From an optimization exercise on the open Yosys and OpenROAD flow, aimed at small area and a short achievable clock period; shortcuts taken in it are not production practice.
The RTL was checked by simulation tests, not by an equivalence proof against the original design.

==> flow/design.v (excerpt) <==
module mac_acc_sigmoid(
  input clk2,
  input rst2,
  input [127:0] pixelsIn,
  input [127:0] weightsIn,
  input [7:0] b,
  output [7:0] dout);
For scale: about 270 I/O pins, roughly 31000 um^2 of cells after synthesis.
==> flow/config.mk <==
export PLATFORM = sky130hd
export DESIGN_NAME = mac_acc_sigmoid
export DESIGN_NICKNAME = mac_acc_sigmoid
export VERILOG_FILES = /design/flow/design.v
export SDC_FILE = /design/flow/constraint.sdc
export NUM_CORES = 4
export LEC_CHECK = 0
export ABC_AREA = 1
export CAP_MARGIN = 20
export CORE_MARGIN = 2
export CORE_UTILIZATION = 40
export SETUP_SLACK_MARGIN = 4.3
export SLEW_MARGIN = 20
export SYNTH_HIERARCHICAL = 1
==> flow/constraint.sdc <==
create_clock -name core_clock -period 11.5 [get_ports {clk2}]
set_input_delay 2.3000 -clock core_clock [delete_from_list [all_inputs] [get_ports {clk2}]]
set_output_delay 2.3000 -clock core_clock [all_outputs]
set_load 0.01 [all_outputs]
run.sh (not shown) runs the stock make flow with config.mk's settings and CLKGATE_MAP_FILE= SYNTH_SCRIPT=/design/flow/synth_recipe.tcl, a recipe that flattens the netlist after the stock synthesis.
The baseline ran to the end with no violations.
==> next run, changes <==
Settings changed: PLACE_DENSITY set to 0.75.
The changed run finished clean. Register-to-register slack gains 400 ps. Sequential cell count stays the same. Global-route usage came out lower by 0.19 points. Cell area is higher by 1.1%. Setup slack is worse by 50 ps. Fmax shrinks by 0.69%.

Another version of the RTL of mac_acc_sigmoid (not shown whole).
For scale: roughly 270 I/O pins, about 0.031 sq mm of cells after synthesis.
Design mac_acc_sigmoid, start of the top module:
module mac_acc_sigmoid(
  input clk2,
  input rst2,
  input [127:0] pixelsIn,
  input [127:0] weightsIn,
  input [7:0] b,
  output [7:0] dout);
==> flow/config.mk <==
export PLATFORM = sky130hd
export DESIGN_NAME = mac_acc_sigmoid
export DESIGN_NICKNAME = mac_acc_sigmoid
export VERILOG_FILES = /design/flow/design.v
export SDC_FILE = /design/flow/constraint.sdc
export NUM_CORES = 4
export LEC_CHECK = 0
export ABC_AREA = 1
export CAP_MARGIN = 20
export CORE_MARGIN = 2
export CORE_UTILIZATION = 35
export GPL_ROUTABILITY_DRIVEN = 0
export SETUP_SLACK_MARGIN = 4.45
export SLEW_MARGIN = 20
export SYNTH_HIERARCHICAL = 1
==> flow/constraint.sdc <==
create_clock -name core_clock -period 11.5 [get_ports {clk2}]
set_input_delay 2.3000 -clock core_clock [delete_from_list [all_inputs] [get_ports {clk2}]]
set_output_delay 2.3000 -clock core_clock [all_outputs]
set_load 0.01 [all_outputs]
The starting point completed without violations.
Edit:
--- a/flow/config.mk
+++ b/flow/config.mk
@@ -9,5 +9,5 @@
 export CAP_MARGIN = 20
 export CORE_MARGIN = 2
-export CORE_UTILIZATION = 35
+export CORE_UTILIZATION = 40
 export GPL_ROUTABILITY_DRIVEN = 0
 export SETUP_SLACK_MARGIN = 4.45
Clock skew stays flat.
Final area goes down by 0.31%.
Synthesized area is unchanged.
Routed wire length goes down by 1.5%.
Via count goes up by 1.4%.
First-iteration DRC count goes up by 4.6%.
Hold slack barely changes.
Cell count goes down by 2.6%.
Setup slack gets better by 0.014 ns.
Utilization goes up by 5.6 points.
Edit:
--- a/flow/config.mk
+++ b/flow/config.mk
@@ -11,5 +11,5 @@
 export CORE_UTILIZATION = 40
 export GPL_ROUTABILITY_DRIVEN = 0
-export SETUP_SLACK_MARGIN = 4.45
+export SETUP_SLACK_MARGIN = 4.3
 export SLEW_MARGIN = 20
 export SYNTH_HIERARCHICAL = 1
Outcome:
- routed wire length went down slightly
- hold slack is better by 0.0085 ns
- clock-buffer cell count does not change
- global-route usage went down by 0.11 points
- register-to-register slack is better by 0.04 ns
- synthesized cell count is unchanged

== run 1 ==
mac_acc_sigmoid, a different RTL version from the one above (not shown whole).
Size in the first run: ~3,400 cells after synthesis, about 270 I/O pins.
==> flow/config.mk <==
export PLATFORM = sky130hd
export DESIGN_NAME = mac_acc_sigmoid
export DESIGN_NICKNAME = mac_acc_sigmoid
export VERILOG_FILES = /design/flow/design.v
export SDC_FILE = /design/flow/constraint.sdc
export NUM_CORES = 4
export LEC_CHECK = 0
export ABC_AREA = 1
export CAP_MARGIN = 20
export CORE_MARGIN = 2
export CORE_UTILIZATION = 40
export SETUP_SLACK_MARGIN = 4.3
export SLEW_MARGIN = 20
export SYNTH_HIERARCHICAL = 1
==> flow/constraint.sdc <==
create_clock -name core_clock -period 11.5 [get_ports {clk2}]
set_input_delay 2.3000 -clock core_clock [delete_from_list [all_inputs] [get_ports {clk2}]]
set_output_delay 2.3000 -clock core_clock [all_outputs]
set_load 0.01 [all_outputs]
Run 1 | status: complete | timing, DRC, antenna: pass
The following lists how run 2 was set up differently from run 1:
# run 1
export LEC_CHECK = 0
export ABC_AREA = 1
export CAP_MARGIN = 20
export CORE_MARGIN = 2
export CORE_UTILIZATION = 40
export SETUP_SLACK_MARGIN = 4.3
export SLEW_MARGIN = 20
export SYNTH_HIERARCHICAL = 1
create_clock -name core_clock -period 11.5 [get_ports {clk2}]
# run 2
export LEC_CHECK = 0
export ABC_AREA = 1
export CAP_MARGIN = 20
export CORE_MARGIN = 2
export CORE_UTILIZATION = 40
export SETUP_SLACK_MARGIN = 4.6
export SLEW_MARGIN = 20
export SYNTH_HIERARCHICAL = 1
create_clock -name core_clock -period 11.5 [get_ports {clk2}]
Findings:
Share of final-layout standard cells stronger than drive strength 1, run 2 and run 1: larger value in run 2
Via count delta (run 1 -> run 2): insignificant
Run 2 vs. run 1: met1 wire length went down by 3.0%.
Sequential share of cell area: run 1 vs run 2, no meaningful difference
On run 2: count of inserted antenna diode cells is 2 higher than what run 1 gave.
Going from run 1 to run 2, final worst hold slack increased 12 ps.
Of the two values seen for cell at the slowest stage of the critical path, sky130_fd_sc_hd__fa_2 was produced by run 2 and sky130_fd_sc_hd__fa_1 by run 1.

Setup of build 26:
Another version of the RTL of mac_acc_sigmoid (not shown whole).
Size: ~270 I/O pins, about 32000 um^2 of cells after synthesis.
clock: 11.5 ns
lec_check: 0
abc_area: 1
cap_margin: 20
core_margin: 2
core_utilization: 40
setup_slack_margin: 4
slew_margin: 20
synth_hierarchical: 1
Every stage of the flow completed for build 26, and the final layout passed the timing, design-rule and antenna checks.
[inputs] build 94 vs build 26
- a change of SETUP_SLACK_MARGIN from 4 to 5
- an added ABC_CLOCK_PERIOD_IN_PS of 7000
- a deleted ABC_AREA that had been 1
Notes after the runs:
- Re final instance area: build 26 was lower than build 94.
- Lower cell count was reported by build 94, not build 26.
- In the metrics for build 26 and build 94, the one carrying the higher wire length is build 94.
- Between build 94 and build 26, the post-detailed-placement cell area figures differ only marginally.
Input changes introduced in build 10 (baseline for comparison: build 94):
- a change of SETUP_SLACK_MARGIN from 5 to 4
### Flow results
Relative to build 94, fraction of area in multi-input gates has gone up in build 10. The higher first-pass iteration count of the detailed router of build 94 and build 10 is in build 94. Between build 94 and build 10, the difference in cell total after placement is negligible. Changes observed in build 10 relative to build 94: sequential cell count barely changed; final design instance area without fill dropped 4300 um^2; number of antenna violations at the first check in global routing dropped 4. Build 10 completed; timing, DRC and antenna clean. Per the comparison of build 10 with build 94, wire length decreased about 3.6%.

Setup of main:
mac_acc_sigmoid with an RTL version that a note above also has.
Size in the first run: about 3300 cells after synthesis, roughly 270 I/O pins, ~31000 um2 of cells after synthesis.
Settings: LEC_CHECK=0, ABC_AREA=1, CAP_MARGIN=20, CORE_MARGIN=2, CORE_UTILIZATION=40, GPL_ROUTABILITY_DRIVEN=0, SETUP_SLACK_MARGIN=4.6, SLEW_MARGIN=20, SYNTH_HIERARCHICAL=1; clock period 11.5 ns.
The following lists how the feature branch was set up differently from main:
Settings: SETUP_SLACK_MARGIN changed from 4.6 to 4.45; CORE_UTILIZATION changed from 40 to 47.
## What came out
- Of the two candidates, main has the worse post-detailed-routing wire length and the feature branch the better one.
- Taking main as the reference, in the feature branch clock latency at the later pin of the worst-skew pair shows no meaningful change; flip-flop and latch count neither gained nor lost much.
- main → the feature branch: placeable core region lower; design area lower; post-route minimum period higher.

mac_acc_sigmoid, a different RTL version from the one above (not shown whole).
Size in the first run: about 3,200 cells after synthesis.
## mac_acc_sigmoid
module mac_acc_sigmoid(
  input clk2,
  input rst2,
  input [127:0] pixelsIn,
  input [127:0] weightsIn,
  input [7:0] b,
  output [7:0] dout);
Settings: LEC_CHECK=0, ABC_AREA=1, CAP_MARGIN=20, CORE_MARGIN=2, CORE_UTILIZATION=40, GPL_ROUTABILITY_DRIVEN=0, SETUP_SLACK_MARGIN=4.45, SLEW_MARGIN=20, SYNTH_HIERARCHICAL=1; clock period 11.5 ns.
Next try:
--- a/flow/config.mk
+++ b/flow/config.mk
@@ -10,3 +10,3 @@
 export CORE_MARGIN = 2
-export CORE_UTILIZATION = 40
+export CORE_UTILIZATION = 47
 export GPL_ROUTABILITY_DRIVEN = 0
The changed run passed the timing, design-rule and antenna checks.
Die area drops by about 15%.
Global-route usage climbs by 5.7 points.
First-iteration DRC count climbs by 31%.
Wire length barely changes.
Count of clock-buffer cells in the layout stays the same.
Cell area drops by about 1.6%.
Worst setup slack gets worse by 0.049 ns.
Worst hold slack barely changes.
Core utilization climbs by 7.2 points.
Next try:
--- a/flow/config.mk
+++ b/flow/config.mk
@@ -12,3 +12,3 @@
 export GPL_ROUTABILITY_DRIVEN = 0
-export SETUP_SLACK_MARGIN = 4.45
+export SETUP_SLACK_MARGIN = 4.3
 export SLEW_MARGIN = 20
Via count falls by 1.0%.
Setup slack got worse by 0.020 ns.
Maximum frequency hardly moves.
Die area stays the same.
Routed wire length falls by about 0.9%.
Cell count stays flat.
Flip-flop and latch count stays the same.
Next try:
--- a/flow/config.mk
+++ b/flow/config.mk
@@ -10,3 +10,3 @@
 export CORE_MARGIN = 2
-export CORE_UTILIZATION = 47
+export CORE_UTILIZATION = 52
 export GPL_ROUTABILITY_DRIVEN = 0
Outcome: The changed run completed without violations; synthesized area stays the same; core utilization came out higher by 5.3 points; die area came out lower by 9.5%; first-iteration DRC count rises by 2.2%; non-clock buffer count decreases by 3; clock-buffer cell count stays the same.

mac_acc_sigmoid with an RTL version that a note above also has.
Size in the first run: ~3400 cells after synthesis, ~31000 um^2 of cells after synthesis.
export LEC_CHECK = 0
export ABC_AREA = 1
export CAP_MARGIN = 20
export CORE_MARGIN = 2
export CORE_UTILIZATION = 40
export SETUP_SLACK_MARGIN = 4.45
export SLEW_MARGIN = 20
export SYNTH_HIERARCHICAL = 1
export TNS_END_PERCENT = 10
create_clock -name core_clock -period 11.5 [get_ports {clk2}]
The starting point went through all stages and came out clean.
Next try:
Settings changed: TNS_END_PERCENT 10 to unset.
The new run passed the timing, design-rule and antenna checks. Worst hold slack is about the same. Die area stays the same. Area after synthesis is unchanged. Count of clock-buffer cells in the layout rises by 1. Utilization is higher by 0.47 points. Setup slack gets better by 200 ps. Non-clock buffer count stays the same. Sequential share of layout area hardly moves.

## lane 1
Another version of the RTL of mac_acc_sigmoid (not shown whole).
For scale: ~3300 cells after synthesis, roughly 270 I/O pins, roughly 0.031 mm2 of cells after synthesis.
Settings: LEC_CHECK=0, ABC_AREA=1, CAP_MARGIN=20, CORE_MARGIN=2, CORE_UTILIZATION=40, SETUP_SLACK_MARGIN=4.15, SLEW_MARGIN=20, SYNTH_HIERARCHICAL=1; clock period 11.5 ns.
### lane 1 -> lane 2
Settings: changing SETUP_SLACK_MARGIN from 4.15 to 4.3.
### Flow results
- Lane 2 vs. lane 1: cell area now smaller, detailed-route wire length on metal 1 -2.4%, fmax moved up, final period utilization -1.3 points.

==> port drivers added, routing unchanged <==
No port has a modelled driver above. Below, the same layouts with a new extraction and two added sets of constraints.
Step 1: set_driving_cell puts a clkbuf_16 on clk2 and a buf_2 on each other input, an assumption about the parent block.
Step 2 times the ports against the registers' clock, not the clock port: input delays grow and output delays shrink by t, the midpoint of the rising clock arrivals with the driver on.
Three values: no drivers, after step 1, after step 2; two values: the first two.
run | t, ns | setup slack, ns | worst register clock-pin slew, ns | worst data-port slew with drivers (ns) | cell pins on the clock port's net
the first run of note 1 | 0.433 | 4.347 / 4.320 / 3.887 | 0.08 / 0.08 | 0.11 | 1
the second run of note 1 | 0.448 | 4.297 / 4.329 / 3.881 | 0.08 / 0.08 | 0.11 | 1
the first run of note 2 | 0.444 | 4.433 / 4.396 / 3.952 | 0.08 / 0.08 | 0.15 | 1
the second run of note 2 | 0.446 | 4.447 / 4.417 / 3.971 | 0.08 / 0.08 | 0.10 | 1
the third run of note 2 | 0.434 | 4.268 / 4.295 / 3.860 | 0.07 / 0.07 | 0.10 | 1
run 1 | 0.443 | 4.288 / 4.325 / 3.882 | 0.08 / 0.08 | 0.13 | 1
run 2 | 0.443 | 4.519 / 4.473 / 4.030 | 0.09 / 0.09 | 0.11 | 1
build 26 | 0.384 | 3.978 / 3.944 / 3.560 | 0.11 / 0.11 | 0.13 | 1
build 94 | 0.397 | 4.002 / 3.977 / 3.581 | 0.10 / 0.10 | 0.13 | 1
build 10 | 0.403 | 3.996 / 3.954 / 3.551 | 0.10 / 0.10 | 0.10 | 1
main | 0.432 | 4.449 / 4.411 / 3.979 | 0.07 / 0.07 | 0.11 | 1
the feature branch | 0.443 | 4.402 / 4.415 / 3.973 | 0.08 / 0.08 | 0.10 | 1
the first run of note 6 | 0.432 | 4.398 / 4.372 / 3.940 | 0.07 / 0.07 | 0.13 | 1
the second run of note 6 | 0.439 | 4.349 / 4.367 / 3.928 | 0.07 / 0.07 | 0.11 | 1
the third run of note 6 | 0.436 | 4.329 / 4.358 / 3.922 | 0.08 / 0.08 | 0.11 | 1
the fourth run of note 6 | 0.434 | 4.300 / 4.321 / 3.887 | 0.08 / 0.08 | 0.09 | 1
the first run of note 7 | 0.432 | 4.247 / 4.255 / 3.823 | 0.09 / 0.09 | 0.10 | 1
the second run of note 7 | 0.451 | 4.442 / 4.442 / 3.992 | 0.08 / 0.08 | 0.09 | 1
lane 1 | 0.439 | 4.163 / 4.198 / 3.759 | 0.09 / 0.09 | 0.11 | 1
lane 2 | 0.440 | 4.317 / 4.296 / 3.856 | 0.08 / 0.08 | 0.10 | 1
After both steps every run listed still meets setup and hold. The setup slack of run 2, which loses most, moves by -0.046 ns with the drivers and by -0.489 ns with both steps.
